This is an optimization exercise on Yosys and OpenROAD, whose aim is small area, not a production implementation.
RTL that was checked went through simulation tests only; none was proved equivalent to the original.
Power is estimated from default activity; no workload was simulated.

==> run a <==
Design sys_array_top, start of the top module:
module sys_array_top #(
  parameter  int unsigned SYS_ROW = 4,
  parameter  int unsigned SYS_COL = 4,
  parameter  int unsigned DATA_WIDTH = 16,
  localparam int unsigned PSUM_WIDTH = DATA_WIDTH * 2
) (
  input                             clk,
  input                             rstn,
  input                             en,
  input  [SYS_ROW-1:0]              w_invalid,
  input  [SYS_COL-1:0]              w_wen,
  input  [SYS_ROW*DATA_WIDTH-1:0]   in,
  input  [SYS_COL*DATA_WIDTH-1:0]   w_in,
  output [SYS_COL*PSUM_WIDTH-1:0]   psum_out,
  output [SYS_COL-1:0]              en_out
);
make LEC_CHECK=0 CAP_MARGIN=20 CORE_MARGIN=2 CORE_UTILIZATION=60 PLACE_DENSITY=0.7 SLEW_MARGIN=20 SYNTH_HIERARCHICAL=1 SYNTH_MINIMUM_KEEP_SIZE=0 finish   # period 10.0 ns
run.sh (not shown) runs the stock make flow with config.mk's settings and CLKGATE_MAP_FILE= SYNTH_SCRIPT=/design/flow/synth_recipe.tcl, a recipe that flattens the netlist after the stock synthesis.
==> inputs of run b, as changes to run a <==
--- a/flow/config.mk
+++ b/flow/config.mk
@@ -7,8 +7,8 @@
 export LEC_CHECK = 0
 export CAP_MARGIN = 20
 export CORE_MARGIN = 2
-export CORE_UTILIZATION = 60
-export PLACE_DENSITY = 0.7
+export CORE_UTILIZATION = 40
+export PLACE_DENSITY = 0.6
 export SLEW_MARGIN = 20
 export SYNTH_HIERARCHICAL = 1
 export SYNTH_MINIMUM_KEEP_SIZE = 0
==> results.py <==
metrics = {
    "finish": {
        "fillCellCount": 19700,
        "share_of_cell_area_taken_by_multi_input_logic_gates": 0.724,
    },
    "clock_network": {
        "max-clock-path-buffers": 3,
        "clk_transition_reported_paths_ns": 0.06,
    },
    "run_status": {
        "status": "timing/DRC/antenna clean",
    },
    "power_and_ir_drop": {
        "cellPowerDensity_nw_per_um2": 116,
        "power_leakage_nw": 31.8,
    },
    "worst_setup_path": {
        "rr_worst_depth": 36,
        "worst_setup_path_startpoint": "in[53]",
        "worst_r2r_startpoint": "SYS_ARR.sys_row_arr[3].m_sys_row.pe_arr[1].m_pe.w[0]",
    },
    "route": {
        "total_number_of_vias": 97700,
    },
    "floorplanning": {
        "well_tap_count": 3220,
    },
}
[end of results for run a]
==> results.py <==
metrics = {
    "power_and_ir_drop": {
        "cellPowerDensity_nw_per_um2": 115,
        "power_leakage_nw": 32.2,
    },
    "clock_network": {
        "clk_transition_reported_paths_ns": 0.07,
    },
    "worst_setup_path": {
        "worst_r2r_startpoint": "SYS_ARR.sys_row_arr[2].m_sys_row.pe_arr[2].m_pe.w[0]",
        "rr_worst_depth": 34,
    },
    "route": {
        "total_number_of_vias": 94800,
    },
    "run_status": {
        "status": "timing/DRC/antenna clean",
    },
    "finish": {
        "fillCellCount": 35000,
    },
    "floorplanning": {
        "well_tap_count": 4837,
    },
}
[end of results for run b]
No functional check of the RTL was part of any run of this note.

==> exp/violet: inputs <==
Another version of the RTL of sys_array_top (not shown whole).
Settings: LEC_CHECK=0, CAP_MARGIN=20, CELL_PAD_IN_SITES_DETAIL_PLACEMENT=1, CORE_MARGIN=2, CORE_UTILIZATION=30, GPL_TIMING_DRIVEN=0, PLACE_DENSITY=0.45, SLEW_MARGIN=20, SYNTH_HIERARCHICAL=1, SYNTH_MINIMUM_KEEP_SIZE=0; clock period 10.0 ns.
standard.sh (not shown) runs the stock make flow with config.mk's settings and CLKGATE_MAP_FILE= SYNTH_SCRIPT=/design/flow/synth_recipe.tcl, a recipe that flattens the netlist after the stock synthesis.
==> flow/flow/run.sh <==
#!/bin/bash
# The standard layout (the standard.sh: standard synthesis, floorplan,
# placement, CTS, routing, finish) with these changes:
#  - the buffers that synthesis leaves (ABC's and the pass-through ones) are
#    removed at floorplan (REMOVE_ABC_BUFFERS=1), and global placement is not
#    timing driven (GPL_TIMING_DRIVEN=0 in config.mk), so it adds no buffers
#    of its own; later repair steps still fix slew, capacitance and timing;
#  - the port buffers are the smallest buffer (buf_1) instead of the
#    default choice (clkdlybuf4s50_1);
#  - clock tree synthesis without dummy loads.
# make's full output goes to flow.log; ORFS's own per-step logs stay under
# orfs/logs.
set -uo pipefail
bash standard.sh \
  "REMOVE_ABC_BUFFERS=1" \
  "CTS_ARGS=-sink_clustering_enable -repair_clock_nets -dont_use_dummy_load" \
  "BUFFER_PORTS_ARGS=-buffer_cell sky130_fd_sc_hd__buf_1" \
  finish > flow.log 2>&1
status=$?
tail -20 flow.log
exit $status
==> inputs of exp/willow, as changes to exp/violet <==
==> flow/run.sh (new file) <==
#!/bin/bash
# synth_recipe.tcl (not shown) runs the flow's synth.tcl, then flattens the netlist and writes it again
# the make line also repeats each setting of config.mk as NAME=value (left out here)
make -C /OpenROAD-flow-scripts/flow DESIGN_CONFIG=/design/flow/config.mk WORK_HOME=/design/flow/orfs CLKGATE_MAP_FILE= SYNTH_SCRIPT=/design/flow/synth_recipe.tcl finish
- GPL_TIMING_DRIVEN: 0 -> not set
removed: flow/flow/run.sh
removed: flow/standard.sh
==> run notes <==
                                                                     exp/willow               exp/violet
Count of plain and timing-repair buffers in the layout                      844                      310
Peak supply drop                                                       0.142 mV                 0.115 mV
Post-DR wirelength/cell                                                 33.4 um                  32.8 um
Detailed-routed wire length on met3                                     46.4 mm                  46.9 mm
Unrepaired setup endpoints after global routing                           false                     true
Final Core Density                                                        0.342                    0.326
Final worst path period share                                             0.935                    0.965
Setup slack of the most critical reg-to-reg path                        0.65 ns                  0.44 ns
Final worst hold slack                                                 0.301 ns                 0.321 ns
Non-clock buffer area fraction after layout                              0.0520                   0.0139
Power dissipated by switching net loads                               0.00724 W                0.00671 W
Power density relative to cell area                                 149 mW/mm^2              143 mW/mm^2
Wire length of the first global-routing pass                             760 mm                   722 mm
Total clock buffers created by CTS                                          183                      184
Worst EP arrival                                                       10.03 ns                 10.39 ns
Estimated wirelength of the detail-placed design                         398 mm                   368 mm
Outcome                                                 complete, no violations  complete, no violations
Max incr delay on CP                                                    0.95 ns                  0.79 ns
Filler Cell Count                                                         42.4k                    42.7k
Via-per-instance ratio                                                     6.26                     6.38

-- what the ideal ports hide --
In the flow no input, the clock included, has a driving cell. The finished layouts below were timed again as built, in two steps. Step 1: set_driving_cell puts a clkbuf_16 on clk and a buf_2 on each other input, an assumption about the parent block. Step 2 also shifts input and output timing later by t, the mid clock arrival at the registers, as if the neighbouring blocks saw the same clock. Slacks: no drivers / after step 1 / after step 2; pairs: no drivers / after step 1.
run	shift t [ns]	slack for setup (ns)	hold slack, ns	worst setup path after step 2	cell pins on the clock port's net
run a	0.937	0.735 / 0.807 / -0.130	0.443 / 0.443 / 0.443	input to register	1
run b	0.963	0.818 / 0.899 / -0.064	0.451 / 0.451 / 0.451	input to register	1
exp/violet	0.976	0.351 / 0.426 / -0.551	0.321 / 0.321 / 0.321	input to register	1
exp/willow	1.010	0.652 / 0.652 / 0.061	0.301 / 0.301 / 0.301	input to register	1
Met with ideal ports but missed after step 2: setup timing in run a, run b and exp/violet. The setup slack of exp/violet, which loses most, moves by +0.075 ns with the drivers and by -0.902 ns with both steps.
